What follows belongs to an exercise in optimizing a design on an open flow for small area, a short achievable clock period and few clock cycles; a production flow would make more cautious choices.
At most, simulation tests tie the RTL to the original design; equivalence was not proved.
The RTL of runs 1 to 4 and 7 was laid out without a check of its function.
Power and IR drop assume default switching activity.

[flow/config.mk]
export PLATFORM = sky130hd
export DESIGN_NAME = div_unit
export DESIGN_NICKNAME = div_unit
export VERILOG_FILES = /design/flow/design.v
export SDC_FILE = /design/flow/constraint.sdc
export NUM_CORES = 4
export LEC_CHECK = 0
export CAP_MARGIN = 20
export CORE_MARGIN = 2
export CORE_UTILIZATION = 40
export SETUP_SLACK_MARGIN = 2.0
export SLEW_MARGIN = 20
[flow/constraint.sdc]
create_clock -name core_clock -period 6.5 [get_ports {clk}]
set_input_delay 1.3000 -clock core_clock [delete_from_list [all_inputs] [get_ports {clk}]]
set_output_delay 1.3000 -clock core_clock [all_outputs]
set_load 0.01 [all_outputs]
[flow/design.v]
module clz_unit
    #(
        parameter WIDTH = 32
    )
    (
        input logic[WIDTH-1:0] clz_input,
        output logic[$clog2(WIDTH)-1:0] clz,
        output logic zero,
        output logic one_hot  
    );
    localparam TREE_WIDTH = 2**$clog2(WIDTH);
    localparam TREE_CLZ_WIDTH = $clog2(WIDTH)-1;
    localparam HALF_TREE_WIDTH = TREE_WIDTH/2;
    localparam WIDTH_DIFFERENCE = TREE_WIDTH - WIDTH;
    generate if (WIDTH == 2) begin : gen_base_case
            assign zero = ~(clz_input[1] | clz_input[0]);
            assign clz[0] = ~clz_input[1] & clz_input[0];
            assign one_hot = clz_input[1] ^ clz_input[0];
        end
        else begin : gen_recursive
            logic[TREE_WIDTH-1:0] padded_input;
            if (WIDTH_DIFFERENCE != 0)  
                assign padded_input = {clz_input, {WIDTH_DIFFERENCE{1'b0}}};
            else
                assign padded_input = clz_input;
            logic[TREE_CLZ_WIDTH-1:0] upper_clz;
            logic[TREE_CLZ_WIDTH-1:0] lower_clz;
            logic upper_zero;
            logic lower_zero;
            logic upper_one_hot;
            logic lower_one_hot;
            assign zero = upper_zero & lower_zero;
            assign one_hot = (upper_one_hot & lower_zero) | (upper_zero & lower_one_hot);
            assign clz[$clog2(WIDTH)-1] = upper_zero;
            clz_unit #(.WIDTH(HALF_TREE_WIDTH)) upper_tree (
                .clz_input(padded_input[TREE_WIDTH-1:HALF_TREE_WIDTH]),
                .clz(upper_clz),
                .zero(upper_zero),
                .one_hot(upper_one_hot)
            );
            clz_unit #(.WIDTH(HALF_TREE_WIDTH)) lower_tree (
                .clz_input(padded_input[HALF_TREE_WIDTH-1:0]),
                .clz(lower_clz),
                .zero(lower_zero),
                .one_hot(lower_one_hot)
            );
            for (genvar i = 0; i < TREE_CLZ_WIDTH; i++)  
                assign clz[i] = (~upper_zero & upper_clz[i]) | (upper_zero & lower_clz[i]);
        end
    endgenerate
endmodule
module div_core
    (
        input logic [31:0] remainder,
        input logic [31:0] divisor_e,
        input logic c,
        output logic [31:0] remainder_next,
        output logic [1:0] quotient_bits
    );
    logic [34:0] r;
    logic [34:0] e;
    logic [34:0] e2;
    logic [34:0] t1;
    logic [34:0] t2;
    logic [34:0] t3;
    logic [34:0] s3;
    logic [34:0] c3;
    assign r = {3'b0, remainder};
    assign e = {3'b111, divisor_e};
    assign e2 = {e[33:0], c};
    assign t1 = r + e + {34'b0, c};
    assign t2 = r + e2 + {34'b0, c};
    assign s3 = r ^ e ^ e2;
    assign c3 = {(r[33:0] & e[33:0]) | (r[33:0] & e2[33:0]) | (e[33:0] & e2[33:0]), c};
    assign t3 = s3 + c3 + {34'b0, c};
    always_comb begin
        if (~t3[34]) begin
            quotient_bits = 2'b11;
            remainder_next = t3[31:0];
        end
        else if (~t2[34]) begin
            quotient_bits = 2'b10;
            remainder_next = t2[31:0];
        end
        else if (~t1[34]) begin
            quotient_bits = 2'b01;
            remainder_next = t1[31:0];
        end
        else begin
            quotient_bits = 2'b00;
            remainder_next = remainder;
        end
    end
endmodule
module div_unit
    (
        input logic clk,
        input logic rst,
        input logic init_clear,
        input logic instruction_issued_with_rd,
        input logic [4:0] issue_rd_addr,
        input logic [1:0] issue_fn3,
        input logic [4:0] issue_rs1_addr,
        input logic [4:0] issue_rs2_addr,
        input logic [31:0] rs1,
        input logic [31:0] rs2,
        input logic issue_new_request,
        input logic [3:0] issue_id,
        output logic issue_ready,
        input logic wb_ack,
        output logic wb_done,
        output logic [3:0] wb_id,
        output logic [31:0] wb_rd
    );
    localparam logic [2:0] IDLE = 3'd0;
    localparam logic [2:0] ALIGN = 3'd1;
    localparam logic [2:0] RUN = 3'd2;
    localparam logic [2:0] POW2 = 3'd3;
    localparam logic [2:0] DONE = 3'd5;
    logic [2:0] state;
    logic [31:0] rem_r;      
    logic [31:0] div_r;      
    logic [31:0] quo_r;      
    logic [3:0] count;
    logic negate_dividend;
    logic negate_divisor;
    logic negate_quotient;
    logic remainder_op;
    logic [5:0] dividend_clz_r;
    logic [5:0] divisor_clz_r;
    logic dividend_neg_pow2;
    logic divisor_neg_pow2;
    logic divisor_pow2;
    logic [4:0] prev_div_rs1_addr;
    logic [4:0] prev_div_rs2_addr;
    logic prev_div_signed;
    logic prev_div_result_valid;
    logic signed_divop;
    logic div_op_reuse;
    assign signed_divop = ~issue_fn3[0];
    always_ff @(posedge clk) begin
        if (issue_new_request) begin
            prev_div_rs1_addr <= issue_rs1_addr;
            prev_div_rs2_addr <= issue_rs2_addr;
            prev_div_signed <= signed_divop;
        end
    end
    assign div_op_reuse = {prev_div_result_valid, prev_div_signed, prev_div_rs1_addr, prev_div_rs2_addr} == {1'b1, signed_divop, issue_rs1_addr, issue_rs2_addr};
    always_ff @ (posedge clk) begin
        if (rst)
            prev_div_result_valid <= 0;
        else if (issue_new_request)
            prev_div_result_valid <= ~((issue_rd_addr == issue_rs1_addr) | (issue_rd_addr == issue_rs2_addr));
        else if ((instruction_issued_with_rd & ((issue_rd_addr == prev_div_rs1_addr) | (issue_rd_addr == prev_div_rs2_addr))) | init_clear)
            prev_div_result_valid <= 0;
    end
    logic neg_rs1;
    logic neg_rs2;
    logic [4:0] rs1_clz;
    logic [4:0] rs2_clz;
    logic rs1_clz_zero;
    logic rs2_clz_zero;
    logic rs2_one_hot;
    logic [5:0] dividend_clz;
    logic [5:0] divisor_clz;
    logic rs1_neg_pow2;
    logic rs2_neg_pow2;
    logic rs2_pos_pow2;
    assign neg_rs1 = signed_divop & rs1[31];
    assign neg_rs2 = signed_divop & rs2[31];
    clz_unit #(.WIDTH(32)) rs1_clz_block (
        .clz_input(rs1 ^ {32{neg_rs1}}),
        .clz(rs1_clz),
        .zero(rs1_clz_zero),
        .one_hot()
    );
    clz_unit #(.WIDTH(32)) rs2_clz_block (
        .clz_input(rs2 ^ {32{neg_rs2}}),
        .clz(rs2_clz),
        .zero(rs2_clz_zero),
        .one_hot(rs2_one_hot)
    );
    assign dividend_clz = {rs1_clz_zero, rs1_clz & {5{~rs1_clz_zero}}};
    assign divisor_clz = {rs2_clz_zero, rs2_clz & {5{~rs2_clz_zero}}};
    assign rs1_neg_pow2 = neg_rs1 & ~|(~rs1[31:1] & rs1[30:0]);
    assign rs2_neg_pow2 = neg_rs2 & ~|(~rs2[31:1] & rs2[30:0]);
    assign rs2_pos_pow2 = ~neg_rs2 & rs2_one_hot;
    logic [6:0] clz_delta;
    logic divisor_zero;
    logic [4:0] divisor_log2;
    assign clz_delta = {1'b0, divisor_clz_r} - {1'b0, dividend_clz_r} + {6'b0, dividend_neg_pow2} - {6'b0, divisor_neg_pow2};
    assign divisor_zero = divisor_clz_r[5] & ~negate_divisor;
    assign divisor_log2 = ~divisor_clz_r[4:0] + {4'b0, divisor_neg_pow2};
    logic [31:0] rem_next;
    logic [1:0] quotient_bits;
    div_core divider_block (
        .remainder(rem_r),
        .divisor_e(div_r),
        .c(~negate_divisor),
        .remainder_next(rem_next),
        .quotient_bits(quotient_bits)
    );
    logic [31:0] rem_reversed;
    logic [31:0] shift_in;
    logic [31:0] shift_out;
    logic [31:0] shift_out_reversed;
    logic [4:0] shift_amount;
    logic [31:0] low_mask;
    always_comb begin
        for (int i = 0; i < 32; i++) begin
            rem_reversed[i] = rem_r[31-i];
            shift_out_reversed[i] = shift_out[31-i];
        end
    end
    assign shift_in = divisor_pow2 ? rem_reversed : div_r;
    assign shift_amount = divisor_pow2 ? divisor_log2 : {clz_delta[4:1], 1'b0}; 
    assign shift_out = shift_in << shift_amount;
    assign low_mask = ~(32'hffffffff << divisor_log2);
    logic start;
    logic quotient_zero;
    logic wb_done_r;
    logic pow2_now;
    assign issue_ready = (state == IDLE) | wb_ack;
    assign start = issue_new_request & ~div_op_reuse;
    assign quotient_zero = divisor_zero | clz_delta[6];
    assign wb_done = wb_done_r | (state == ALIGN & quotient_zero);
    assign pow2_now = (state == ALIGN & divisor_pow2 & ~negate_dividend & ~quotient_zero) | (state == POW2);
    always_ff @ (posedge clk) begin
        if (rst) begin
            state <= IDLE;
            wb_done_r <= 0;
        end
        else if (issue_new_request) begin
            state <= div_op_reuse ? DONE : ALIGN;
            wb_done_r <= div_op_reuse;
        end
        else begin
            case (state)
                ALIGN : begin
                    if (quotient_zero) begin
                        state <= wb_ack ? IDLE : DONE;
                        wb_done_r <= ~wb_ack;
                    end
                    else if (divisor_pow2 & ~negate_dividend) begin
                        state <= DONE;
                        wb_done_r <= 1;
                    end
                    else
                        state <= divisor_pow2 ? POW2 : RUN;
                end
                RUN : begin
                    if (count == 0) begin
                        state <= DONE;
                        wb_done_r <= 1;
                    end
                end
                POW2 : begin
                    state <= DONE;
                    wb_done_r <= 1;
                end
                DONE : begin
                    if (wb_ack) begin
                        state <= IDLE;
                        wb_done_r <= 0;
                    end
                end
                default : state <= IDLE;
            endcase
        end
    end
    always_ff @ (posedge clk) begin
        if (issue_new_request) begin
            wb_id <= issue_id;
            remainder_op <= issue_fn3[1];
        end
        if (start) begin
            negate_dividend <= neg_rs1;
            negate_divisor <= neg_rs2;
            negate_quotient <= neg_rs1 ^ neg_rs2;
            dividend_clz_r <= dividend_clz;
            divisor_clz_r <= divisor_clz;
            dividend_neg_pow2 <= rs1_neg_pow2;
            divisor_neg_pow2 <= rs2_neg_pow2;
            divisor_pow2 <= rs2_neg_pow2 | rs2_pos_pow2;
        end
        else if (state == ALIGN & quotient_zero) begin
            negate_dividend <= 0;
            negate_quotient <= 0;
        end
    end
    always_ff @ (posedge clk) begin
        if (start)
            rem_r <= rs1;
        else if (pow2_now)
            rem_r <= rem_r & low_mask;
        else if (state == ALIGN & ~quotient_zero & negate_dividend)
            rem_r <= -rem_r;
        else if (state == RUN)
            rem_r <= rem_next;
    end
    always_ff @ (posedge clk) begin
        if (start)
            div_r <= rs2;
        else if (state == ALIGN)
            div_r <= shift_out ^ {32{~negate_divisor}};
        else if (state == RUN)
            div_r <= {2'b11, div_r[31:2]};
    end
    always_ff @ (posedge clk) begin
        if (start)
            quo_r <= {32{~|rs2}};
        else if (pow2_now)
            quo_r <= shift_out_reversed;
        else if (state == RUN)
            quo_r <= {quo_r[29:0], quotient_bits};
    end
    always_ff @ (posedge clk) begin
        if (state == ALIGN)
            count <= clz_delta[4:1];
        else if (state == RUN)
            count <= count - 1;
    end
    logic [31:0] result_magnitude;
    logic result_negate;
    assign result_magnitude = remainder_op ? rem_r : quo_r;
    assign result_negate = (remainder_op ? negate_dividend : negate_quotient) & (state != ALIGN);
    assign wb_rd = (result_magnitude ^ {32{result_negate}}) + {31'b0, result_negate};
endmodule
[flow/run.sh]
#!/bin/bash
# synth_recipe.tcl (not shown) runs the flow's synth.tcl, then flattens the netlist and writes it again
# the make line also repeats each setting of config.mk as NAME=value (left out here)
make -C /OpenROAD-flow-scripts/flow DESIGN_CONFIG=/design/flow/config.mk WORK_HOME=/design/flow/orfs CLKGATE_MAP_FILE= SYNTH_SCRIPT=/design/flow/synth_recipe.tcl finish
==> flow_metrics.env, run 1 <==
export IMPL_place_ws_ps=1072
export IMPL_clock_latency_ps=460
export IMPL_cap_violations=0
export IMPL_wl_per_cell_um=24.78
export IMPL_skew_ps=12.19
export IMPL_tightestPinTransition_ps=1050
export IMPL_critPathTopFamily="simple AND/OR/NAND/NOR gates"
export IMPL_period_share=0.7480
export IMPL_start_util=0.4033
export IMPL_io_buffers=128
export IMPL_setup_viol=0
export IMPL_endpoint="wb_rd[28]"
export IMPL_critPathMaxFanout=8
export IMPL_synthCells=2715
export IMPL_grt_antenna_before_repair=1
export IMPL_cts_sinks=139
export IMPL_syn2layout_area_growth_pct=23.26
export IMPL_synthesis_area_um2=20600
export IMPL_fin_util=0.4971
export IMPL_status="no timing/DRC/antenna violations"
export IMPL_dr_pass1_iters=6
export IMPL_cp_data_required_time_ps=5200
export IMPL_htreeDepth=4
export IMPL_timing_fmax_mhz=205.7
export IMPL_rrSetupSlack_ps=1730
export IMPL_ios=129
export IMPL_fp_row_count=83
export IMPL_syn_area_per_cell_um2=7.589
export IMPL_worstPathCellList="buf_4 -> mux2i_4 -> or4_4 -> o22ai_4 -> nand2b_4 -> a2111oi_4 -> and2_4 -> nand2b_4 -> or3_4 -> nor2_4 -> xnor2_2 -> buf_2"
export IMPL_leakagePower_nw=9.915
export IMPL_vias=22724
export IMPL_maxSlewViolCount=0
export IMPL_drt_wl_total_um=88970
export IMPL_grt_max_degree=71
export IMPL_track_usage=0.3214
export IMPL_rr_startpoint="rem_r[22]"
export IMPL_synth_nets=2977
export IMPL_ys_ff_latch=139
export IMPL_cpPeakStageDelay_ps=550
export IMPL_cts_hold_buf=0
export IMPL_yosysWarnings=2
export IMPL_fillCellCount=4922
export IMPL_layout_min_cycle_time_ps=4862
export IMPL_ys_types=89
export IMPL_yosysSeqAreaShare=0.2001
export IMPL_die_w_um=231.0
export IMPL_cts_buffer_depth=2
export IMPL_cpMostUsedCell="nand2b_4"
export IMPL_maxSlewHeadroom=0.3000
export IMPL_crit_path_top_delay_cell="or4_4"
export IMPL_hold_ws_ps=481.0
export IMPL_min_from="wb_done_r"
export IMPL_ant_nets=0
export IMPL_antenna_cells=0
export IMPL_cts_root_buf="clkbuf_16"
export IMPL_crit_cells=12
export IMPL_clk_pin_slew_ps=70
export IMPL_reg2reg_to="rem_r[14]"
export IMPL_hold_violations=0
export IMPL_synth_edff_count=134
export IMPL_startpoint="rem_r[5]"
export IMPL_crit_buf_inv=2
export IMPL_tns_ps=0
export IMPL_finalNonFillerCells=3591
export IMPL_critPathCaptureType="output pin"
export IMPL_dp_cells=3422
export IMPL_grt_pass1_vias=21231
export IMPL_overflow=0
export IMPL_p_per_area_nw_per_um2=485.6
export IMPL_irDropWorstVdd_mv=0.2016
export IMPL_worst_r2r_cell_count=14
export IMPL_nets=3160
export IMPL_arrival_ps=3560
export IMPL_hpwl_um=67570
export IMPL_cts_made_buffers=17
export IMPL_area_sequential_um2=4129
export IMPL_route_detailed_drc=0
export IMPL_multi_input_area_um2=16520
export IMPL_async_reset_ff_frac=0
export IMPL_hold_class="reg2reg"
export IMPL_fp_dieH_um=231.0
export IMPL_die_area_um2=53340
export IMPL_drive_above_1_share=0.1539
export IMPL_grt_first_pass_wirelength_um=130300
export IMPL_final_setup_worst_slack_ps=1638
export IMPL_routabilityCongestion=1.043
export IMPL_viasPerCell=6.328
export IMPL_start_kind="register"
export IMPL_rsz0062_at_grt="yes"
export IMPL_core_area_um2=51090
export IMPL_synth_flop_cell="edfxtp_1"
export IMPL_criticalPathCategory="reg2out"
export IMPL_first_iter_violations=2432
export IMPL_cts_tree="built"
[worst min path at each step]
stage	end	slack, ps	cells past startpoint
after floorplan	wb_done_r	430	2
after global placement	wb_done_r	450	2
after detailed placement	wb_done_r	460	2
after CTS	wb_done_r	480	2
after global routing	wb_done_r	500	2
final	wb_done_r	480	2
[power by group]
part | total, mW | internal [mW] | switching [mW]
Clock | 1.00 | 0.543 | 0.457
Combinational | 9.75 | 3.86 | 5.89
Sequential | 1.58 | 1.23 | 0.353
Total | 12.3 | 5.63 | 6.70
[registers in the layout (all words and copies together) (netlist names), 3 cells and up]
register and count:
count 4, div_r 32, dividend_clz_r 6, divisor_clz_r 6, prev_div_rs1_addr 5, prev_div_rs2_addr 5
quo_r 32, rem_r 32, state 3, wb_id 4
[synthesized netlist by cell type, types with 12 or more instances]
cell type | number | share of area
nand3b_1 | 12 | 0.0044
nor2b_1 | 25 | 0.0076
buf_1 | 19 | 0.0035
a211o_1 | 14 | 0.0060
mux2i_1 | 99 | 0.048
a21o_1 | 57 | 0.021
nor4_1 | 19 | 0.0058
o211ai_1 | 30 | 0.011
nand2b_1 | 30 | 0.0091
fa_1 | 38 | 0.037
o21ai_0 | 199 | 0.048
xnor2_1 | 174 | 0.074
nor3_1 | 69 | 0.017
a31oi_1 | 79 | 0.024
xor2_1 | 68 | 0.029
a211oi_1 | 58 | 0.021
o21a_1 | 24 | 0.0087
or2_2 | 13 | 0.0039
nand3_1 | 78 | 0.019
or3_1 | 17 | 0.0052
o31ai_1 | 18 | 0.0066
edfxtp_1 | 134 | 0.20
nor2_1 | 288 | 0.052
and2_1 | 19 | 0.0058
and3_1 | 25 | 0.0076
mux2_2 | 21 | 0.011
ha_1 | 133 | 0.081
clkbuf_1 | 129 | 0.023
nand4_1 | 30 | 0.0091
a21oi_1 | 244 | 0.059
inv_1 | 95 | 0.017
nand2_1 | 274 | 0.050
o22ai_1 | 12 | 0.0036
[through the flow]
| stage | power (mW) | area [µm²] |
|---|---|---|
| global route | 13.02 | 25400 |
| CTS | 11.44 | 24350 |
| finish | 12.33 | 25400 |
| floorplan | 7.356 | 20810 |
| detailed placement | 10.01 | 22730 |
| global placement | 9.963 | 22730 |
[cell type report]
type | count | area share
Timing Repair Buffer | 319 | 0.1160
Tap cell | 680 | 0.03350
Clock buffer | 18 | 0.01690
Multi-Input combinational cell | 2324 | 0.6505
Inverter | 97 | 0.01453
Clock inverter | 14 | 0.006010
Sequential cell | 139 | 0.1626
[what timing repair did]
action | 4_1_cts | 5_1_grt
cloned | 7 | 2
setup buffers | 65 | 63
pin swaps | 43 | 55
gates resized for setup | 173 | 123
setup endpoints to repair | 139 | 110
[placed cells by master (no fill, tap or decap), types with 14 or more instances in the layout]
master,count
nand2_1,267
a211o_1,14
o21a_1,24
edfxtp_1,134
buf_2,15
o21ai_0,177
a21o_1,56
nand4_1,30
o211ai_1,30
buf_4,157
and2_1,18
ha_1,123
xnor2_1,162
and3_1,23
or3_1,16
nand2b_1,26
a31oi_1,69
buf_6,17
xor2_1,62
inv_1,93
nor4_1,15
mux2i_1,92
nor2_1,275
mux2_2,19
nor2b_1,23
nand3_1,71
o21ai_1,14
a21oi_1,237
a211oi_1,55
fa_1,33
clkbuf_16,18
clkdlybuf4s50_1,103
nor3_1,64
[per-layer routing]
layer  global-route usage  share of wire
met2               0.5182           0.45
met4               0.1762          0.062
met3              0.05509          0.095
met1               0.4080           0.39
met5                    0              0
[worst register-to-register path: cells and delay by family, from the launching register on]
kind | cells | cell delay [ps]
AOI/OAI and AO/OA | 4 | 1230
buffers and inverters | 3 | 410
adders and majority gates | 1 | 540
DFF | 1 | 710
and+or+nand+nor | 6 | 1580
[cell families after synthesis]
family          after synthesis  synth area share
simple gates                943            0.2156
compound gates              845            0.2567
buf+inv                     255           0.04749
xor+xnor                    242            0.1029
fa+ha+maj                   171            0.1177
flops                       139            0.2001
mux                         120           0.05957
==> run 2, diff against run 1 <==
--- a/flow/config.mk
+++ b/flow/config.mk
@@ -9,4 +9,4 @@
 export CORE_MARGIN = 2
 export CORE_UTILIZATION = 40
-export SETUP_SLACK_MARGIN = 2.0
+export SETUP_SLACK_MARGIN = 1.0
 export SLEW_MARGIN = 20
==> flow_metrics.env, run 2 <==
export IMPL_status="no timing/DRC/antenna violations"
export IMPL_io_buffers=128
export IMPL_fp_dieH_um=231.0
export IMPL_yosysTopAreaCell="edfxtp_1"
export IMPL_start_util=0.4033
export IMPL_final_common_cell="nor2_1"
export IMPL_rr_startpoint="divisor_clz_r[0]"
export IMPL_final_cell_mix="286 x nor2_1, 272 x nand2_1, 244 x a21oi_1"
export IMPL_min_path_cells=2
export IMPL_synthesis_area_um2=20600
export IMPL_drive_above_1_share=0.07005
export IMPL_ys_ff_latch=139
export IMPL_place_ws_ps=885.5
export IMPL_nets=3047
export IMPL_maxSlewViolCount=0
export IMPL_arrival_ps=4050
export IMPL_maxSlewHeadroom=0.2091
export IMPL_die_w_um=231.0
export IMPL_cts_hold_buf=0
export IMPL_p_per_area_nw_per_um2=478.7
export IMPL_dr_pass1_iters=6
export IMPL_viasPerCell=6.250
export IMPL_route_detailed_drc=0
export IMPL_hpwl_um=67230
export IMPL_period_share=0.8228
export IMPL_min_to="wb_done_r"
export IMPL_cts_tree="built"
export IMPL_cts_sinks=139
export IMPL_reg_top3="div_r: 32 flops, quo_r: 32 flops, rem_r: 32 flops"
export IMPL_die_area_um2=53340
export IMPL_syn2layout_area_growth_pct=14.20
export IMPL_final_setup_worst_slack_ps=1152
export IMPL_hold_violations=0
export IMPL_ios=129
export IMPL_grt_first_pass_wirelength_um=126500
export IMPL_design_area_um2=23530
export IMPL_routabilityCongestion=1.020
export IMPL_syn_area_per_cell_um2=7.589
export IMPL_synth_flop_cell="edfxtp_1"
export IMPL_antenna_cells=0
export IMPL_skew_ps=15.58
export IMPL_hold_class="reg2reg"
export IMPL_grt_pass1_vias=20881
export IMPL_htreeDepth=4
export IMPL_synthTopCellsByCount="288 x nor2_1, 274 x nand2_1, 244 x a21oi_1, 199 x o21ai_0, 174 x xnor2_1"
export IMPL_grt_max_degree=68
export IMPL_tightestPinTransition_ps=1182
export IMPL_cts_root_buf="clkbuf_16"
export IMPL_yosysMostFrequentCell="nor2_1"
export IMPL_grt_antenna_before_repair=0
export IMPL_vias=21736
export IMPL_critPathMaxFanout=21
export IMPL_critPathCaptureType="output pin"
export IMPL_reg2reg_to="rem_r[6]"
export IMPL_pwr_share_seq=0.147
export IMPL_first_iter_violations=2162
export IMPL_drt_wl_total_um=84370
export IMPL_synthCells=2715
export IMPL_start_kind="register"
export IMPL_synth_edff_count=134
export IMPL_pwr_share_comb=0.765
export IMPL_clock_power_share=0.088
export IMPL_async_reset_ff_frac=0
export IMPL_switching_power_mw=6.172
export IMPL_worst_r2r_cell_count=13
export IMPL_tns_ps=0
export IMPL_cts_buffer_depth=2
export IMPL_ys_types=89
export IMPL_synth_area_leaders="edfxtp_1 20%, ha_1 8.1%, xnor2_1 7.4%"
export IMPL_synth_nets=2977
export IMPL_clock_latency_ps=470
export IMPL_rrSetupSlack_ps=1250
export IMPL_worstPathCellList="buf_4 -> buf_12 -> mux2_2 -> or2_2 -> nor2_1 -> and2_2 -> nand3_4 -> or3_1 -> nor2_4 -> mux2i_2 -> xnor2_1 -> clkdlybuf4s50_1"
export IMPL_core_area_um2=51090
export IMPL_cap_violations=0
export IMPL_cts_made_buffers=17
export IMPL_rsz0062_at_grt="yes"
export IMPL_fp_row_count=83
export IMPL_irDropWorstVdd_mv=0.2190
export IMPL_swShare=0.5479
export IMPL_cp_data_required_time_ps=5200
export IMPL_fin_util=0.4606
export IMPL_layout_min_cycle_time_ps=5348
export IMPL_ant_nets=0
export IMPL_track_usage=0.3106
export IMPL_clk_pin_slew_ps=70
export IMPL_wl_per_cell_um=24.26
export IMPL_criticalPathCategory="reg2out"
export IMPL_yosysWarnings=2
export IMPL_synth_top_area_share=0.1953
export IMPL_crit_path_top_delay_cell="clkdlybuf4s50_1"
export IMPL_overflow=0
export IMPL_internal_power_mw=5.093
export IMPL_yosysSeqAreaShare=0.2001
export IMPL_min_from="wb_done_r"
export IMPL_setup_viol=0
export IMPL_fillCellCount=5113
export IMPL_cpPeakStageDelay_ps=560
export IMPL_timing_fmax_mhz=187.0
export IMPL_dpl_instance_area_um2=22730
export IMPL_leakagePower_nw=9.041
[run 2: cell types whose count changed in the layout (fill, tap and decap cells not counted), moves of 7 or more]
cell	change
xnor2_1	+11
nor2_1	+11
buf_2	-15
o21ai_2	-7
o21ai_1	-12
clkdlybuf4s50_1	+23
buf_6	-16
a31oi_1	+10
a31oi_2	-7
buf_4	-84
a21oi_1	+7
nor2_2	-7
ha_1	+8
o21ai_0	+20
[run 2: critical path, delay by kind of cell (launching register included)]
kind,cells,cell delay [ps]
xor gates and xnor gates,1,140
DFF,1,370
and+or+nand+nor,6,1510
buffers and inverters,3,930
muxes,2,620
[run 2: cells by family (layout without fill, tap and decap cells)]
kind of cell,Yosys count,count (layout),share of synthesized area
flip-flops,139,139,0.2001
buffers and inverters,255,337,0.04749
AO/OA/AOI/OAI,845,845,0.2567
multiplexers,120,120,0.05957
AND/OR/NAND/NOR,943,944,0.2156
adder cells (fa/ha/maj),171,171,0.1177
XOR/XNOR,242,242,0.1029
[run 2: what timing repair did]
item / CTS / global route
gates cloned: 1 / 1
hold endpoints to repair: 0 / 0
gates resized for setup: 18 / 16
setup endpoints to repair: 14 / 40
setup buffers: 4 / 4
pin swaps: 2 / 1
[run 2: worst max path at each step]
| stage | from | end | cells past startpoint |
|---|---|---|---|
| 3_3_place_gp | state[0] | wb_rd[30] | 14 |
| 3_5_place_dp | state[0] | wb_rd[28] | 14 |
| 4_1_cts | div_r[0] | rem_r[8] | 14 |
| 5_1_grt | rem_r[6] | rem_r[1] | 13 |
| 6_report | remainder_op | wb_rd[27] | 12 |
| 2_1_floorplan | div_r[0] | rem_r[10] | 14 |
[run 2: final cells by class]
cell class / instances / area [µm²] / area share
clock buffer: 18 / 439.2 / 0.01866
multi-input combinational: 2322 / 15640 / 0.6647
timing repair buffer: 208 / 1971 / 0.08375
clock inverter: 14 / 136.4 / 0.005796
tap: 680 / 850.8 / 0.03616
sequential: 139 / 4129 / 0.1755
inverter: 97 / 364.1 / 0.01547
[run 2: power groups by stage]
stage                     Sequential, mW  Clock, mW  Combinational (mW)
final                               1.65      0.989                8.62
after global routing                1.66       1.02                9.32
after CTS                           1.64      0.995                8.36
after detailed placement            1.65          0                8.27
after global placement              1.65          0                8.25
after floorplan                     1.45          0                5.82
[run 2: per-stage QoR]
stage,hold slack [ps],power [mW],instances
detailed placement,452.7,9.921,3436
floorplan,433.0,7.274,2715
finish,477.3,11.27,3478
global route,512.9,12.01,3478
CTS,478.0,10.99,3473
global placement,455.8,9.903,3436
[run 2: layer usage]
| layer | GRT usage | wire [µm] | vias up |
|---|---|---|---|
| li1 | - | - | 10102 |
| met1 | 0.3971 | 34350 | 10326 |
| met2 | 0.5057 | 38120 | 1072 |
| met3 | 0.04904 | 7087 | 236 |
| met4 | 0.1589 | 4809 | 0 |
| met5 | 0 | 0 | - |
==> run 3, diff against run 2 <==
--- a/flow/design.v
+++ b/flow/design.v
@@ -117,4 +117,5 @@
     localparam logic [2:0] RUN = 3'd2;
     localparam logic [2:0] POW2 = 3'd3;
+    localparam logic [2:0] POST = 3'd4;
     localparam logic [2:0] DONE = 3'd5;
     logic [2:0] state;
@@ -219,4 +220,5 @@
     logic start;
     logic quotient_zero;
+    logic post_needed;
     logic wb_done_r;
     logic pow2_now;
@@ -225,4 +227,5 @@
     assign quotient_zero = divisor_zero | clz_delta[6];
     assign wb_done = wb_done_r | (state == ALIGN & quotient_zero);
+    assign post_needed = negate_dividend | negate_quotient;
     assign pow2_now = (state == ALIGN & divisor_pow2 & ~negate_dividend & ~quotient_zero) | (state == POW2);
     always_ff @ (posedge clk) begin
@@ -243,6 +246,6 @@
                     end
                     else if (divisor_pow2 & ~negate_dividend) begin
-                        state <= DONE;
-                        wb_done_r <= 1;
+                        state <= post_needed ? POST : DONE;
+                        wb_done_r <= ~post_needed;
                     end
                     else
@@ -251,9 +254,10 @@
                 RUN : begin
                     if (count == 0) begin
-                        state <= DONE;
-                        wb_done_r <= 1;
+                        state <= post_needed ? POST : DONE;
+                        wb_done_r <= ~post_needed;
                     end
                 end
-                POW2 : begin
+                POW2 : state <= POST;
+                POST : begin
                     state <= DONE;
                     wb_done_r <= 1;
@@ -284,8 +288,4 @@
             divisor_pow2 <= rs2_neg_pow2 | rs2_pos_pow2;
         end
-        else if (state == ALIGN & quotient_zero) begin
-            negate_dividend <= 0;
-            negate_quotient <= 0;
-        end
     end
     always_ff @ (posedge clk) begin
@@ -298,4 +298,6 @@
         else if (state == RUN)
             rem_r <= rem_next;
+        else if (state == POST & negate_dividend)
+            rem_r <= -rem_r;
     end
     always_ff @ (posedge clk) begin
@@ -314,4 +316,6 @@
         else if (state == RUN)
             quo_r <= {quo_r[29:0], quotient_bits};
+        else if (state == POST & negate_quotient)
+            quo_r <= -quo_r;
     end
     always_ff @ (posedge clk) begin
@@ -321,8 +325,4 @@
             count <= count - 1;
     end
-    logic [31:0] result_magnitude;
-    logic result_negate;
-    assign result_magnitude = remainder_op ? rem_r : quo_r;
-    assign result_negate = (remainder_op ? negate_dividend : negate_quotient) & (state != ALIGN);
-    assign wb_rd = (result_magnitude ^ {32{result_negate}}) + {31'b0, result_negate};
+    assign wb_rd = remainder_op ? rem_r : quo_r;
 endmodule
--- a/flow/config.mk
+++ b/flow/config.mk
@@ -9,4 +9,4 @@
 export CORE_MARGIN = 2
 export CORE_UTILIZATION = 40
-export SETUP_SLACK_MARGIN = 1.0
+export SETUP_SLACK_MARGIN = 3.0
 export SLEW_MARGIN = 20
==> flow_metrics.env, run 3 <==
export IMPL_status="no timing/DRC/antenna violations"
export IMPL_critPathTopFamily="compound AO/OA/AOI/OAI gates"
export IMPL_htreeDepth=4
export IMPL_final_cell_mix="234 x nand2_1, 210 x buf_4, 204 x nor2_1"
export IMPL_place_ws_ps=1055
export IMPL_ys_ff_latch=139
export IMPL_critPathMaxFanout=8
export IMPL_clk_pin_slew_ps=70
export IMPL_design_area_um2=28870
export IMPL_synthesis_area_um2=20840
export IMPL_synth_area_leaders="edfxtp_1 19%, ha_1 8.0%, a21oi_1 5.8%"
export IMPL_hold_class="reg2reg"
export IMPL_endpoint="rem_r[1]"
export IMPL_die_area_um2=53940
export IMPL_synth_top_area_share=0.1931
export IMPL_wl_per_cell_um=28.41
export IMPL_tns_ps=0
export IMPL_rrSetupSlack_ps=1610
export IMPL_overflow=0
export IMPL_synth_flop_cell="edfxtp_1"
export IMPL_vias=24391
export IMPL_arrival_ps=5080
export IMPL_cts_hold_buf=0
export IMPL_drt_wl_total_um=105800
export IMPL_grt_first_pass_wirelength_um=151300
export IMPL_syn2layout_area_growth_pct=38.51
export IMPL_nets=3289
export IMPL_cts_root_buf="clkbuf_16"
export IMPL_cpPeakStageDelay_ps=600
export IMPL_hpwl_um=74700
export IMPL_synthTopCellsByCount="255 x nand2_1, 249 x nor2_1, 240 x a21oi_1, 192 x o21ai_0, 134 x edfxtp_1"
export IMPL_yosysMostFrequentCell="nand2_1"
export IMPL_fp_row_count=83
export IMPL_cts_buffer_depth=2
export IMPL_synth_edff_count=134
export IMPL_drive_above_1_share=0.2684
export IMPL_yosysWarnings=2
export IMPL_tightestPinTransition_ps=1084
export IMPL_cts_tree="built"
export IMPL_route_detailed_drc=0
export IMPL_finalNonFillerCells=3725
export IMPL_p_per_area_nw_per_um2=334.0
export IMPL_reg2reg_to="rem_r[1]"
export IMPL_start_util=0.4054
export IMPL_cts_sinks=139
export IMPL_hold_violations=0
export IMPL_rr_startpoint="rem_r[5]"
export IMPL_ys_types=91
export IMPL_cts_made_buffers=17
export IMPL_timing_fmax_mhz=204.3
export IMPL_ant_nets=0
export IMPL_layout_min_cycle_time_ps=4895
export IMPL_yosysTopAreaCell="edfxtp_1"
export IMPL_clock_latency_ps=470
export IMPL_maxSlewViolCount=0
export IMPL_maxSlewHeadroom=0.2750
export IMPL_dp_cells=3409
export IMPL_leakagePower_nw=11.13
export IMPL_grt_max_degree=83
export IMPL_fin_util=0.5615
export IMPL_fp_dieH_um=232.3
export IMPL_worst_r2r_cell_count=14
export IMPL_first_iter_violations=2683
export IMPL_worstPathCellList="ha_2 -> o211ai_1 -> nand2_1 -> a311oi_4 -> o211ai_1 -> and3_1 -> or4b_4 -> or4_4 -> o41ai_4 -> a21oi_4 -> a21oi_4 -> buf_6 -> buf_12 -> buf_12"
export IMPL_start_kind="register"
export IMPL_cp_data_required_time_ps=6680
export IMPL_dr_pass1_iters=5
export IMPL_io_buffers=128
export IMPL_grt_antenna_before_repair=9
export IMPL_syn_area_per_cell_um2=7.713
export IMPL_grt_pass1_vias=22735
export IMPL_setup_viol=0
export IMPL_die_w_um=232.3
export IMPL_rsz0062_at_grt="yes"
export IMPL_async_reset_ff_frac=0
export IMPL_yosysSeqAreaShare=0.1979
export IMPL_critPathCaptureType="register"
export IMPL_synth_nets=2964
export IMPL_ios=129
export IMPL_crit_cells=14
export IMPL_viasPerCell=6.548
export IMPL_final_setup_worst_slack_ps=1605
export IMPL_final_common_cell="nand2_1"
export IMPL_crit_buf_inv=3
export IMPL_period_share=0.7530
export IMPL_skew_ps=10.15
export IMPL_criticalPathCategory="reg2reg"
export IMPL_reg_top3="div_r: 32 flops, quo_r: 32 flops, rem_r: 32 flops"
export IMPL_irDropWorstVdd_mv=0.1943
export IMPL_track_usage=0.3832
export IMPL_routabilityCongestion=1.050
export IMPL_synthCells=2702
export IMPL_startpoint="rem_r[5]"
export IMPL_dpl_instance_area_um2=23170
export IMPL_cap_violations=0
export IMPL_core_area_um2=51410
export IMPL_crit_path_top_delay_cell="or4_4"
-- run 3: cell types whose count changed in the layout (fill, tap and decap cells not counted), moves of 40 or more --
cell	previous run	this run
buf_4	73	210
xnor2_1	173	104
a21oi_1	244	201
o21ai_1	2	45
mux2_2	21	61
buf_6	1	70
nor2_1	286	204
a211oi_1	58	18
o21ai_0	197	127
-- run 3: power breakdown --
| group | internal, mW | switching [mW] |
|---|---|---|
| Clock | 0.588 | 0.494 |
| Sequential | 1.14 | 0.237 |
| Combinational | 3.08 | 4.10 |
-- run 3: worst min path at each step --
stage	depth (start not counted)	from	slack [ps]	end
global route	2	wb_done_r	530	wb_done_r
CTS	2	wb_done_r	500	wb_done_r
detailed placement	2	wb_done_r	490	wb_done_r
finish	2	wb_done_r	500	wb_done_r
floorplan	2	wb_done_r	470	wb_done_r
global placement	2	wb_done_r	480	wb_done_r
-- run 3: layout make-up --
type,count,area (µm²)
antenna,5,12.51
clock buffer,17,425.4
clock inverter,15,192.7
fill,4715,22540
inverter,103,404.1
multi-input combinational,2309,18180
sequential,139,4124
tap,680,850.8
timing repair buffer,456,4671
timing repair inverter,1,7.507
-- run 3: timing repair --
item	in CTS	in global routing
pin swaps	171	87
endpoints found under the setup margin	242	217
cloned	14	4
setup buffers	192	69
resized for setup	489	132
-- run 3: logic make-up after synthesis --
group / Yosys count / share of synthesized area
fa+ha+maj: 171 / 0.1164
mux: 156 / 0.07967
simple gates: 918 / 0.2105
xor+xnor: 191 / 0.08027
buf+inv: 258 / 0.04731
compound gates: 869 / 0.2680
flops: 139 / 0.1979
-- run 3: through the flow --
step                      power [mW]  hold WS (ps)
after floorplan                4.802         465.7
after global placement         6.353         482.9
after detailed placement       6.363         488.2
after CTS                      8.946         504.4
after global routing           10.03         526.6
final                          9.640         499.3
-- run 3: per-layer routing --
layer | track usage | share of wire | vias up
met2 | 0.6009 | 0.44 | 1466
li1 | - | - | 10820
met5 | 0 | 0.00061 | -
met1 | 0.4479 | 0.37 | 11651
met4 | 0.3063 | 0.099 | 10
met3 | 0.08988 | 0.089 | 444
-- run 3: worst min-delay path: cells and delay by family, from the launching register on --
family,cells,cell delay (ps)
muxes,1,70
DFF,1,330
and+or+nand+nor,1,70
==> run 4, diff against run 3 <==
--- a/flow/config.mk
+++ b/flow/config.mk
@@ -9,4 +9,4 @@
 export CORE_MARGIN = 2
 export CORE_UTILIZATION = 40
-export SETUP_SLACK_MARGIN = 3.0
+export SETUP_SLACK_MARGIN = 2.0
 export SLEW_MARGIN = 20
==> flow_metrics.env, run 4 <==
export IMPL_maxSlewViolCount=0
export IMPL_synth_area_leaders="edfxtp_1 19%, ha_1 8.0%, a21oi_1 5.8%"
export IMPL_area_sequential_um2=4124
export IMPL_synthesis_area_um2=20840
export IMPL_core_area_um2=51410
export IMPL_yosysMostFrequentCell="nand2_1"
export IMPL_syn_area_per_cell_um2=7.713
export IMPL_synth_nets=2964
export IMPL_first_iter_violations=2943
export IMPL_criticalPathCategory="reg2reg"
export IMPL_overflow=0
export IMPL_start_kind="register"
export IMPL_viasPerCell=6.658
export IMPL_start_util=0.4054
export IMPL_final_setup_worst_slack_ps=1837
export IMPL_arrival_ps=4830
export IMPL_cts_made_buffers=17
export IMPL_grt_pass1_vias=21781
export IMPL_fillCellCount=5060
export IMPL_irDropWorstVdd_mv=0.2283
export IMPL_ys_types=91
export IMPL_period_share=0.7174
export IMPL_synthTopCellsByCount="255 x nand2_1, 249 x nor2_1, 240 x a21oi_1, 192 x o21ai_0, 134 x edfxtp_1"
export IMPL_tightestPinTransition_ps=947.7
export IMPL_fp_row_count=83
export IMPL_fp_dieH_um=232.3
export IMPL_synth_edff_count=134
export IMPL_ios=129
export IMPL_rsz0062_at_grt="yes"
export IMPL_layout_min_cycle_time_ps=4663
export IMPL_htreeDepth=4
export IMPL_nets=3118
export IMPL_async_reset_ff_frac=0
export IMPL_ant_nets=0
export IMPL_yosysSeqAreaShare=0.1979
export IMPL_syn2layout_area_growth_pct=20.56
export IMPL_drive_above_1_share=0.1457
export IMPL_cts_sinks=139
export IMPL_vias=23635
export IMPL_yosysWarnings=2
export IMPL_drt_wl_total_um=100400
export IMPL_hold_class="reg2reg"
export IMPL_hold_violations=0
export IMPL_track_usage=0.3616
export IMPL_cap_violations=0
export IMPL_multi_input_area_um2=16510
export IMPL_fin_util=0.4887
export IMPL_place_ws_ps=1059
export IMPL_route_detailed_drc=0
export IMPL_yosysTopAreaCell="edfxtp_1"
export IMPL_cp_data_required_time_ps=6670
export IMPL_clk_pin_slew_ps=80
export IMPL_dr_pass1_iters=8
export IMPL_ys_ff_latch=139
export IMPL_setup_viol=0
export IMPL_synthCells=2702
export IMPL_wl_per_cell_um=28.29
export IMPL_cts_buffer_depth=2
export IMPL_leakagePower_nw=9.527
export IMPL_critPathMaxFanout=16
export IMPL_hpwl_um=74850
export IMPL_final_cell_mix="249 x nand2_1, 241 x nor2_1, 228 x a21oi_1"
export IMPL_maxSlewHeadroom=0.3615
export IMPL_clock_latency_ps=480
export IMPL_status="no timing/DRC/antenna violations"
export IMPL_tns_ps=0
export IMPL_timing_fmax_mhz=214.5
export IMPL_cts_tree="built"
export IMPL_final_common_cell="nand2_1"
export IMPL_grt_first_pass_wirelength_um=144000
export IMPL_grt_max_degree=50
export IMPL_p_per_area_nw_per_um2=324.2
export IMPL_reg_top3="div_r: 32 flops, quo_r: 32 flops, rem_r: 32 flops"
export IMPL_critPathCaptureType="register"
export IMPL_synth_top_area_share=0.1931
export IMPL_routabilityCongestion=1.058
export IMPL_io_buffers=128
export IMPL_synth_flop_cell="edfxtp_1"
export IMPL_die_w_um=232.3
export IMPL_grt_antenna_before_repair=6
export IMPL_die_area_um2=53940
export IMPL_cts_root_buf="clkbuf_16"
export IMPL_skew_ps=16.52
export IMPL_cts_hold_buf=0
-- run 4: cell counts after synthesis --
No cell type changed its count.
-- run 4: cell type report --
class	instances	share of cell area
timing repair inverter	1	0.0001992
antenna	1	0.00009960
multi-input combinational	2308	0.6572
sequential	139	0.1641
timing repair buffer	286	0.1042
inverter	103	0.01584
clock buffer	17	0.01693
tap	680	0.03386
clock inverter	15	0.007520
-- run 4: path summary, 6_finish.rpt --
kind,depth (start not counted),from,slack (ps),to
worst min register to register,2,wb_done_r,540,wb_done_r
worst max register to register,14,div_r[0],1840,rem_r[31]
worst max-delay path,14,div_r[0],1840,rem_r[31]
worst min-delay path,2,wb_done_r,540,wb_done_r
-- run 4: metal layers --
metal | track usage | part of all wire | up-vias
met4 | 0.2336 | 0.076 | 6
li1 | - | - | 10475
met5 | 0 | 0.00036 | -
met1 | 0.4441 | 0.38 | 11372
met2 | 0.5831 | 0.45 | 1421
met3 | 0.06311 | 0.088 | 361
-- run 4: timing repair --
action,in CTS,in global routing
pin swaps,19,20
buffers inserted,42,51
endpoints found under the setup margin,113,82
gates cloned,6,1
resized for setup,86,81
-- run 4: per-stage QoR --
step / instances / power (mW) / instance area, µm² / hold WS (ps)
finish: 3550 / 8.145 / 25120 / 539.6
global route: 3549 / 8.508 / 25120 / 568.4
CTS: 3497 / 7.664 / 24340 / 531.0
detailed placement: 3417 / 6.280 / 22960 / 514.7
global placement: 3417 / 6.260 / 22960 / 484.0
floorplan: 2702 / 4.655 / 20890 / 465.7
-- run 4: power by group --
part           total (mW)  switching, mW  internal (mW)  leakage (nW)
Clock                1.08          0.495          0.588         0.305
Sequential           1.36          0.223           1.14          1.37
Combinational        5.70           3.52           2.18          7.86
Total                8.15           4.24           3.91          9.53
-- run 4: cells by family (layout without fill, tap and decap cells) --
family	after synthesis	after routing	share of synthesized area
fa+ha+maj	171	171	0.1164
simple gates	918	918	0.2105
xor+xnor	191	191	0.08027
buf+inv	258	422	0.04731
compound gates	869	871	0.2680
other cells	0	1	0
mux	156	157	0.07967
flops	139	139	0.1979
-- run 4: critical path, stage by stage (launching register included) --
cell and delay [ps]:
edfxtp_1 420, ha_2 220, fa_2 360, a21o_1 190, a311o_2 450, a311oi_4 370
o211ai_1 190, and3_1 220, or4b_4 480, or4_4 580, o41ai_4 230, a21oi_2 140
a21oi_4 150, buf_4 150, buf_12 170
==> run 5, diff against run 4 <==
--- a/flow/design.v
+++ b/flow/design.v
@@ -74,22 +74,15 @@
     assign c3 = {(r[33:0] & e[33:0]) | (r[33:0] & e2[33:0]) | (e[33:0] & e2[33:0]), c};
     assign t3 = s3 + c3 + {34'b0, c};
-    always_comb begin
-        if (~t3[34]) begin
-            quotient_bits = 2'b11;
-            remainder_next = t3[31:0];
-        end
-        else if (~t2[34]) begin
-            quotient_bits = 2'b10;
-            remainder_next = t2[31:0];
-        end
-        else if (~t1[34]) begin
-            quotient_bits = 2'b01;
-            remainder_next = t1[31:0];
-        end
-        else begin
-            quotient_bits = 2'b00;
-            remainder_next = remainder;
-        end
-    end
+    logic fits1;
+    logic fits2;
+    logic fits3;
+    logic [3:0] pick;
+    assign fits1 = ~t1[34];
+    assign fits2 = ~t2[34];
+    assign fits3 = ~t3[34];
+    assign pick = {fits3, fits2 & ~fits3, fits1 & ~fits2, ~fits1};
+    assign quotient_bits = {fits2, fits3 | (fits1 & ~fits2)};
+    assign remainder_next = (t3[31:0] & {32{pick[3]}}) | (t2[31:0] & {32{pick[2]}}) |
+                            (t1[31:0] & {32{pick[1]}}) | (remainder & {32{pick[0]}});
 endmodule
 module div_unit
@@ -228,5 +221,5 @@
     assign wb_done = wb_done_r | (state == ALIGN & quotient_zero);
     assign post_needed = negate_dividend | negate_quotient;
-    assign pow2_now = (state == ALIGN & divisor_pow2 & ~negate_dividend & ~quotient_zero) | (state == POW2);
+    assign pow2_now = (state == ALIGN & divisor_pow2 & ~negate_dividend) | (state == POW2);
     always_ff @ (posedge clk) begin
         if (rst) begin
@@ -289,15 +282,26 @@
         end
     end
+    logic [31:0] rem_negated;
+    logic [31:0] rem_update;
+    logic rem_take_mask;
+    logic rem_take_negated;
+    logic rem_take_next;
+    logic rem_take_hold;
+    assign rem_negated = -rem_r;
+    assign rem_take_mask = pow2_now;
+    assign rem_take_negated = (state == ALIGN & ~divisor_pow2 & negate_dividend & ~quotient_zero) |
+                              (state == ALIGN & divisor_pow2 & negate_dividend & ~quotient_zero) |
+                              (state == POST & negate_dividend);
+    assign rem_take_next = (state == RUN);
+    assign rem_take_hold = ~(rem_take_mask | rem_take_negated | rem_take_next);
+    assign rem_update = (rem_r & low_mask & {32{rem_take_mask}}) |
+                        (rem_negated & {32{rem_take_negated}}) |
+                        (rem_next & {32{rem_take_next}}) |
+                        (rem_r & {32{rem_take_hold}});
     always_ff @ (posedge clk) begin
         if (start)
             rem_r <= rs1;
-        else if (pow2_now)
-            rem_r <= rem_r & low_mask;
-        else if (state == ALIGN & ~quotient_zero & negate_dividend)
-            rem_r <= -rem_r;
-        else if (state == RUN)
-            rem_r <= rem_next;
-        else if (state == POST & negate_dividend)
-            rem_r <= -rem_r;
+        else
+            rem_r <= rem_update;
     end
     always_ff @ (posedge clk) begin
--- a/flow/config.mk
+++ b/flow/config.mk
@@ -9,4 +9,4 @@
 export CORE_MARGIN = 2
 export CORE_UTILIZATION = 40
-export SETUP_SLACK_MARGIN = 2.0
+export SETUP_SLACK_MARGIN = 2.5
 export SLEW_MARGIN = 20
==> flow_metrics.env, run 5 <==
export IMPL_cts_tree="built"
export IMPL_arrival_ps=3060
export IMPL_crit_path_top_delay_cell="fa_2"
export IMPL_cts_root_buf="clkbuf_16"
export IMPL_min_path_cells=2
export IMPL_synth_edff_count=102
export IMPL_status="no timing/DRC/antenna violations"
export IMPL_cts_sinks=139
export IMPL_critPathMaxFanout=3
export IMPL_synth_flop_cell="edfxtp_1"
export IMPL_grt_pass1_vias=22360
export IMPL_rrSetupSlack_ps=2160
export IMPL_cap_violations=0
export IMPL_reg2reg_to="div_r[1]"
export IMPL_drt_wl_total_um=95680
export IMPL_tns_ps=0
export IMPL_yosysWarnings=1
export IMPL_rr_startpoint="divisor_clz_r[0]"
export IMPL_ys_types=97
export IMPL_place_ws_ps=1362
export IMPL_fin_util=0.5364
export IMPL_critPathCaptureType="output pin"
export IMPL_synthCells=2714
export IMPL_clock_latency_ps=500
export IMPL_p_per_area_nw_per_um2=562.7
export IMPL_timing_fmax_mhz=229.6
export IMPL_final_setup_worst_slack_ps=2144
export IMPL_viasPerCell=6.542
export IMPL_leakagePower_nw=10.26
export IMPL_hpwl_um=67900
export IMPL_ios=129
export IMPL_routabilityCongestion=1.031
export IMPL_yosysMostFrequentCell="nand2_1"
export IMPL_cp_data_required_time_ps=5200
export IMPL_synthTopCellsByCount="273 x nand2_1, 243 x a21oi_1, 230 x nor2_1, 222 x o21ai_0, 136 x xnor2_1"
export IMPL_ys_ff_latch=139
export IMPL_die_area_um2=52940
export IMPL_criticalPathCategory="reg2out"
export IMPL_syn2layout_area_growth_pct=31.88
export IMPL_core_area_um2=50270
export IMPL_area_sequential_um2=3849
export IMPL_rsz0062_at_grt="yes"
export IMPL_finalNonFillerCells=3636
export IMPL_route_detailed_drc=0
export IMPL_reg_top3="div_r: 32 flops, quo_r: 32 flops, rem_r: 32 flops"
export IMPL_htreeDepth=4
export IMPL_start_util=0.4067
export IMPL_ant_nets=0
export IMPL_final_cell_mix="260 x nand2_1, 207 x nor2_1, 206 x a21oi_1"
export IMPL_worst_r2r_cell_count=15
export IMPL_yosysSeqAreaShare=0.1860
export IMPL_layout_min_cycle_time_ps=4356
export IMPL_tightestPinTransition_ps=1054
export IMPL_maxSlewHeadroom=0.2970
export IMPL_async_reset_ff_frac=0
export IMPL_overflow=0
export IMPL_wl_per_cell_um=26.32
export IMPL_die_w_um=230.1
export IMPL_start_kind="register"
export IMPL_cts_made_buffers=17
export IMPL_first_iter_violations=2808
export IMPL_synth_nets=2976
export IMPL_worstPathCellList="fa_2 -> fa_2 -> ha_4 -> a21o_1 -> a21oi_2 -> or3_4 -> and3_4 -> a21o_1 -> buf_2"
export IMPL_min_from="wb_done_r"
export IMPL_dp_cells=3407
export IMPL_multi_input_area_um2=17820
export IMPL_hold_class="reg2reg"
export IMPL_skew_ps=19.88
export IMPL_final_common_cell="nand2_1"
export IMPL_fp_row_count=82
export IMPL_hold_ws_ps=508.5
export IMPL_yosysTopAreaCell="edfxtp_1"
export IMPL_io_buffers=128
export IMPL_fillCellCount=4728
export IMPL_dr_pass1_iters=6
export IMPL_clk_pin_slew_ps=60
export IMPL_nets=3211
export IMPL_cts_hold_buf=0
export IMPL_grt_antenna_before_repair=11
export IMPL_grt_max_degree=69
export IMPL_hold_violations=0
export IMPL_cpPeakStageDelay_ps=570
export IMPL_irDropWorstVdd_mv=0.2740
export IMPL_setup_viol=0
export IMPL_min_to="wb_done_r"
export IMPL_syn_area_per_cell_um2=7.533
export IMPL_track_usage=0.3445
export IMPL_synthesis_area_um2=20450
export IMPL_vias=23785
export IMPL_maxSlewViolCount=0
export IMPL_drive_above_1_share=0.2313
export IMPL_grt_first_pass_wirelength_um=138100
export IMPL_fp_dieH_um=230.1
export IMPL_period_share=0.6701
export IMPL_synth_area_leaders="edfxtp_1 15%, ha_1 8.1%, a21oi_1 5.9%"
export IMPL_cts_buffer_depth=2
export IMPL_synth_top_area_share=0.1498
==> run 5: power by group <==
group,internal [mW],total [mW],leakage (nW),switching [mW]
Combinational,5.12,12.3,8.63,7.15
Sequential,1.19,1.80,1.33,0.608
Clock,0.658,1.10,0.308,0.447
Total,6.97,15.2,10.3,8.21
==> run 5: critical path, delay by kind of cell, from the launching register on <==
kind	cells	cell delay, ps
AND/OR/NAND/NOR	2	560
AO/OA/AOI/OAI	3	360
adder cells (fa/ha/maj)	3	1070
buffers and inverters	1	130
flip-flops	1	430
==> run 5: worst max path at each step <==
| stage | endpoint | slack, ps | depth (start not counted) | start |
|---|---|---|---|---|
| CTS | wb_done | 2060 | 10 | divisor_clz_r[5] |
| global route | wb_done | 2070 | 9 | divisor_clz_r[0] |
| global placement | rem_r[2] | 1400 | 14 | rem_r[5] |
| floorplan | rem_r[3] | 2510 | 16 | div_r[5] |
| finish | wb_done | 2140 | 9 | divisor_clz_r[0] |
| detailed placement | quo_r[0] | 1360 | 12 | rem_r[9] |
==> run 5: stage by stage <==
stage               total power, mW  area, µm²
floorplan                     7.735      20450
global placement              10.52      22350
detailed placement            10.57      22350
CTS                           13.04      24850
global route                  15.87      26960
finish                        15.17      26960
==> run 5: cell families (layout without fill, tap and decap cells) <==
kind of cell / Yosys count / after routing / synth area share
multiplexers: 118 / 119 / 0.06101
adder cells (fa/ha/maj): 171 / 171 / 0.1186
XOR/XNOR: 194 / 194 / 0.08310
flip-flops: 139 / 139 / 0.1860
other: 0 / 2 / 0
AO/OA/AOI/OAI: 951 / 956 / 0.2970
AND/OR/NAND/NOR: 874 / 874 / 0.2023
buffers and inverters: 267 / 509 / 0.05195
==> run 5: repair_timing <==
item | in CTS | in global routing
cloned | 9 | 0
pin swaps | 61 | 141
setup endpoints to repair | 161 | 84
resized for setup | 218 | 317
setup buffers | 106 | 80
==> run 5: final cells by class <==
type | count | area share
multi-input combinational | 2314 | 0.6607
sequential | 139 | 0.1427
timing repair buffer | 366 | 0.1259
tap | 672 | 0.03118
clock buffer | 20 | 0.01657
inverter | 111 | 0.01578
clock inverter | 12 | 0.006960
antenna | 2 | 0.0001856
==> run 5: per-layer routing <==
metal	wire length (µm)	GRT usage	vias up	part of all wire
li1	-	-	10633	-
met1	37220	0.4426	11415	0.39
met2	42140	0.5295	1338	0.44
met3	9492	0.07006	389	0.099
met4	6730	0.2117	10	0.070
met5	102	0	-	0.0011
Testbench counts of run 5, summed over its fixed seeds: cycles 36,275.
==> run 6, diff against run 5 <==
--- a/flow/config.mk
+++ b/flow/config.mk
@@ -9,4 +9,4 @@
 export CORE_MARGIN = 2
 export CORE_UTILIZATION = 40
-export SETUP_SLACK_MARGIN = 2.5
+export SETUP_SLACK_MARGIN = 2.0
 export SLEW_MARGIN = 20
==> flow_metrics.env, run 6 <==
export IMPL_clk_pin_slew_ps=70
export IMPL_core_area_um2=50270
export IMPL_drt_wl_total_um=93550
export IMPL_maxSlewHeadroom=0.2460
export IMPL_ys_ff_latch=139
export IMPL_cts_sinks=139
export IMPL_grt_first_pass_wirelength_um=135000
export IMPL_die_w_um=230.1
export IMPL_fillCellCount=5049
export IMPL_irDropWorstVdd_mv=0.2726
export IMPL_synthesis_area_um2=20450
export IMPL_dp_cells=3415
export IMPL_maxSlewViolCount=0
export IMPL_skew_ps=15.61
export IMPL_arrival_ps=4660
export IMPL_critPathMaxFanout=10
export IMPL_p_per_area_nw_per_um2=530.5
export IMPL_hold_violations=0
export IMPL_synthCells=2714
export IMPL_fp_row_count=82
export IMPL_yosysSeqAreaShare=0.1860
export IMPL_routabilityCongestion=0.9980
export IMPL_syn2layout_area_growth_pct=17.86
export IMPL_fp_dieH_um=230.1
export IMPL_htreeDepth=4
export IMPL_start_util=0.4067
export IMPL_criticalPathCategory="reg2reg"
export IMPL_syn_area_per_cell_um2=7.533
export IMPL_area_sequential_um2=3822
export IMPL_vias=23082
export IMPL_setup_viol=0
export IMPL_final_common_cell="nand2_1"
export IMPL_final_cell_mix="273 x nand2_1, 236 x a21oi_1, 226 x nor2_1"
export IMPL_cts_tree="built"
export IMPL_synth_edff_count=102
export IMPL_async_reset_ff_frac=0
export IMPL_synth_top_area_share=0.1498
export IMPL_cts_root_buf="clkbuf_16"
export IMPL_fin_util=0.4793
export IMPL_multi_input_area_um2=16120
export IMPL_synth_flop_cell="edfxtp_1"
export IMPL_critPathCaptureType="register"
export IMPL_timing_fmax_mhz=225.6
export IMPL_cts_made_buffers=17
export IMPL_reg_top3="div_r: 32 flops, quo_r: 32 flops, rem_r: 32 flops"
export IMPL_viasPerCell=6.556
export IMPL_first_iter_violations=2507
export IMPL_tns_ps=0
export IMPL_worst_r2r_cell_count=14
export IMPL_period_share=0.6820
export IMPL_track_usage=0.3392
export IMPL_synthTopCellsByCount="273 x nand2_1, 243 x a21oi_1, 230 x nor2_1, 222 x o21ai_0, 136 x xnor2_1"
export IMPL_ant_nets=0
export IMPL_synth_area_leaders="edfxtp_1 15%, ha_1 8.1%, a21oi_1 5.9%"
export IMPL_clock_latency_ps=500
export IMPL_leakagePower_nw=9.220
export IMPL_hpwl_um=70640
export IMPL_ys_types=97
export IMPL_drive_above_1_share=0.1222
export IMPL_layout_min_cycle_time_ps=4433
export IMPL_cts_buffer_depth=2
export IMPL_ios=129
export IMPL_die_area_um2=52940
export IMPL_finalNonFillerCells=3521
export IMPL_grt_antenna_before_repair=4
export IMPL_hold_class="reg2reg"
export IMPL_nets=3097
export IMPL_tightestPinTransition_ps=1123
export IMPL_cp_data_required_time_ps=6730
export IMPL_yosysMostFrequentCell="nand2_1"
export IMPL_yosysWarnings=1
export IMPL_rsz0062_at_grt="yes"
export IMPL_p_total_mw=12.78
export IMPL_wl_per_cell_um=26.57
export IMPL_grt_max_degree=101
export IMPL_route_detailed_drc=0
export IMPL_dr_pass1_iters=6
export IMPL_start_kind="register"
export IMPL_io_buffers=128
export IMPL_min_path_cells=2
export IMPL_status="no timing/DRC/antenna violations"
export IMPL_cap_violations=0
export IMPL_overflow=0
export IMPL_grt_pass1_vias=21308
export IMPL_synth_nets=2976
export IMPL_yosysTopAreaCell="edfxtp_1"
## run 6: cell families (layout without fill, tap and decap cells)
kind of cell    Yosys count  after routing  synth area share
other cells               0              1                 0
mux                     118            119           0.06101
simple gates            874            874            0.2023
compound gates          951            954            0.2970
xor+xnor                194            194           0.08310
flops                   139            139            0.1860
buf+inv                 267            397           0.05195
fa+ha+maj               171            171            0.1186
## run 6: report_power, final
part	switching, mW	total (mW)	internal (mW)
sequential	0.542	1.72	1.18
clock	0.489	1.03	0.545
combinational	6.21	10.0	3.82
## run 6: repair_timing
action | 4_1_cts | 5_1_grt
cloned | 2 | 3
buffers inserted | 15 | 53
endpoints found under the hold margin | 0 | 0
endpoints found under the setup margin | 67 | 54
hold buffers | 0 | 0
gates resized for setup | 47 | 70
pin swaps | 8 | 20
## run 6: layout make-up
class,count,area share
diodes,1,0.0001038
well taps,672,0.03489
repair buffers,254,0.09569
flip-flops and latches,139,0.1586
multi-input cells,2312,0.6690
inverters,111,0.01729
clock inverters,15,0.006750
clock buffers,17,0.01765
## run 6: worst paths after layout
kind / end / start / slack [ps]
setup / recovery: div_r[3] / divisor_neg_pow2 / 2070
hold / removal: wb_done_r / wb_done_r / 520
setup reg to reg: div_r[3] / divisor_neg_pow2 / 2070
hold reg to reg: wb_done_r / wb_done_r / 520
## run 6: critical path: stages, from the launching register on
cell	delay, ps
edfxtp_1	380
inv_2	50
fa_2	380
fa_2	550
ha_4	130
inv_1	40
fa_1	400
xor2_2	470
o21a_2	360
nand2_1	190
nor3_1	670
xnor2_1	230
nor2_1	60
a211oi_1	190
a21oi_1	60
## run 6: per-stage QoR
step	instance area (µm²)	hold slack, ps	setup slack, ps
after floorplan	20450	465.7	2356
after global placement	22420	493.0	1096
after detailed placement	22420	508.4	1185
after CTS	23310	523.8	1974
after global routing	24100	548.0	1911
final	24100	522.8	2067
## run 6: routing by layer
layer	track usage	routed length (µm)	vias up
met5	0	10	-
met4	0.1774	5222	2
met3	0.05097	8113	250
met2	0.5496	42890	1242
met1	0.4359	37310	11180
li1	-	-	10408
==> run 7, diff against run 6 <==
--- a/flow/design.v
+++ b/flow/design.v
@@ -123,5 +123,4 @@
     logic [5:0] dividend_clz_r;
     logic [5:0] divisor_clz_r;
-    logic dividend_neg_pow2;
     logic divisor_neg_pow2;
     logic divisor_pow2;
@@ -158,5 +157,4 @@
     logic [5:0] dividend_clz;
     logic [5:0] divisor_clz;
-    logic rs1_neg_pow2;
     logic rs2_neg_pow2;
     logic rs2_pos_pow2;
@@ -164,5 +162,5 @@
     assign neg_rs2 = signed_divop & rs2[31];
     clz_unit #(.WIDTH(32)) rs1_clz_block (
-        .clz_input(rs1 ^ {32{neg_rs1}}),
+        .clz_input(neg_rs1 ? {~rs1[30:0], 1'b1} : rs1),
         .clz(rs1_clz),
         .zero(rs1_clz_zero),
@@ -177,5 +175,4 @@
     assign dividend_clz = {rs1_clz_zero, rs1_clz & {5{~rs1_clz_zero}}};
     assign divisor_clz = {rs2_clz_zero, rs2_clz & {5{~rs2_clz_zero}}};
-    assign rs1_neg_pow2 = neg_rs1 & ~|(~rs1[31:1] & rs1[30:0]);
     assign rs2_neg_pow2 = neg_rs2 & ~|(~rs2[31:1] & rs2[30:0]);
     assign rs2_pos_pow2 = ~neg_rs2 & rs2_one_hot;
@@ -183,5 +180,5 @@
     logic divisor_zero;
     logic [4:0] divisor_log2;
-    assign clz_delta = {1'b0, divisor_clz_r} - {1'b0, dividend_clz_r} + {6'b0, dividend_neg_pow2} - {6'b0, divisor_neg_pow2};
+    assign clz_delta = {1'b0, divisor_clz_r} - {1'b0, dividend_clz_r};
     assign divisor_zero = divisor_clz_r[5] & ~negate_divisor;
     assign divisor_log2 = ~divisor_clz_r[4:0] + {4'b0, divisor_neg_pow2};
@@ -277,5 +274,4 @@
             dividend_clz_r <= dividend_clz;
             divisor_clz_r <= divisor_clz;
-            dividend_neg_pow2 <= rs1_neg_pow2;
             divisor_neg_pow2 <= rs2_neg_pow2;
             divisor_pow2 <= rs2_neg_pow2 | rs2_pos_pow2;
==> flow_metrics.env, run 7 <==
export IMPL_cts_hold_buf=0
export IMPL_core_area_um2=49860
export IMPL_yosysTopAreaCell="edfxtp_1"
export IMPL_pwr_share_seq=0.159
export IMPL_pwr_share_comb=0.730
export IMPL_reg_top3="div_r: 32 flops, quo_r: 32 flops, rem_r: 32 flops"
export IMPL_syn_area_per_cell_um2=7.658
export IMPL_async_reset_ff_frac=0
export IMPL_clock_latency_ps=470
export IMPL_switching_power_mw=5.117
export IMPL_hold_violations=0
export IMPL_cts_root_buf="clkbuf_16"
export IMPL_timing_fmax_mhz=219.8
export IMPL_synth_edff_count=101
export IMPL_criticalPathCategory="in2reg"
export IMPL_start_util=0.4024
export IMPL_cts_buffer_depth=2
export IMPL_irDropWorstVdd_mv=0.2140
export IMPL_status="no timing/DRC/antenna violations"
export IMPL_route_detailed_drc=0
export IMPL_final_common_cell="nor2_1"
export IMPL_hold_ws_ps=524.3
export IMPL_swShare=0.5428
export IMPL_p_per_area_nw_per_um2=397.9
export IMPL_fillCellCount=5013
export IMPL_start_kind="primary input"
export IMPL_synth_area_leaders="edfxtp_1 15%, ha_1 7.9%, a21oi_1 5.6%"
export IMPL_yosysMostFrequentCell="nor2_1"
export IMPL_ys_types=94
export IMPL_cts_tree="built"
export IMPL_multi_input_area_um2=15880
export IMPL_cp_data_required_time_ps=6720
export IMPL_dr_pass1_iters=8
export IMPL_maxSlewHeadroom=0.2530
export IMPL_die_area_um2=51970
export IMPL_area_sequential_um2=3796
export IMPL_fp_row_count=82
export IMPL_synthCells=2620
export IMPL_grt_max_degree=74
export IMPL_wl_per_cell_um=27.78
export IMPL_grt_antenna_before_repair=5
export IMPL_synth_top_area_share=0.1512
export IMPL_cap_violations=0
export IMPL_dp_cells=3312
export IMPL_hpwl_um=72410
export IMPL_internal_power_mw=4.310
export IMPL_synth_nets=2873
export IMPL_ys_ff_latch=138
export IMPL_period_share=0.7000
## run 7: metal layers
metal,track usage,up-vias,share of wire
li1,-,10061,-
met1,0.4397,10816,0.39
met2,0.5307,1364,0.43
met3,0.08000,391,0.098
met4,0.2359,4,0.082
met5,0,-,0.00027
## run 7: cells by family (layout without fill, tap and decap cells)
logic type,after synthesis,count (layout),share of synthesized area
simple gates,879,879,0.2117
xor+xnor,201,201,0.08775
mux,127,127,0.06698
fa+ha+maj,162,162,0.1145
compound gates,868,868,0.2836
buf+inv,245,363,0.04746
other cells,0,1,0
flops,138,138,0.1881
## run 7: final timing paths
check                           end         start  depth (start not counted)
setup / recovery  dividend_clz_r[1]  issue_fn3[0]                         13
hold / removal            wb_done_r     wb_done_r                          2
setup reg to reg           rem_r[5]      div_r[6]                         12
hold reg to reg           wb_done_r     wb_done_r                          2
## run 7: worst max-delay path: cells and delay by family
| kind | cells | cell delay [ps] |
|---|---|---|
| buffers and inverters | 4 | 1410 |
| AND/OR/NAND/NOR | 7 | 1720 |
| AO/OA/AOI/OAI | 2 | 310 |
## run 7: timing repair
item	CTS	global route
setup buffers	5	59
resized for setup	45	67
endpoints found under the hold margin	0	0
cloned	1	1
setup endpoints to repair	34	45
pin swaps	6	11
## run 7: final cells by class
| type | count | area share |
|---|---|---|
| repair buffers | 244 | 0.09396 |
| repair inverters | 2 | 0.0004225 |
| multi-input cells | 2237 | 0.6704 |
| flip-flops and latches | 138 | 0.1602 |
| clock inverters | 15 | 0.007605 |
| diodes | 1 | 0.0001056 |
| clock buffers | 17 | 0.01796 |
| inverters | 85 | 0.01384 |
| well taps | 672 | 0.03549 |
## run 7: power by group through the flow
stage	logic [mW]	clock network, mW	registers, mW
final	6.88	1.05	1.50
after global routing	7.27	1.08	1.50
after CTS	6.28	1.05	1.48
after detailed placement	6.08	0	1.50
after global placement	6.06	0	1.50
after floorplan	4.21	0	1.28
## run 7: per-stage QoR
step | worst slack, ps | total power, mW
2_1_floorplan | 2124 | 5.496
3_3_place_gp | 1386 | 7.555
3_5_place_dp | 1203 | 7.578
4_1_cts | 2005 | 8.817
5_1_grt | 1873 | 9.855
6_report | 1950 | 9.427

[re-timing with driven ports]
No port has a modelled driver above. Below, the same layouts with a new extraction and two added sets of constraints. Step 1 sets driving cells, clkbuf_16 on the clock port and buf_2 on the other inputs (assumed; they add their load-dependent delay and slew). Step 2, shift: input delay + t, output delay - t, t = (earliest + latest rising clock arrival at the registers) / 2. This alone moves slack from input paths to output paths. Three values: ideal ports, drivers, drivers and shift; two values: the first two.
run | shift t [ns] | setup slack, ns
run 1 | 0.510 | 1.638 / 1.585 / 1.733
run 2 | 0.516 | 1.152 / 1.098 / 1.251
run 3 | 0.524 | 1.605 / 1.605 / 1.605
run 4 | 0.526 | 1.837 / 1.837 / 1.752
run 5 | 0.544 | 2.144 / 2.086 / 2.152
run 6 | 0.553 | 2.067 / 2.009 / 1.760
run 7 | 0.518 | 1.950 / 1.975 / 1.457
After both steps every run listed still meets setup and hold.
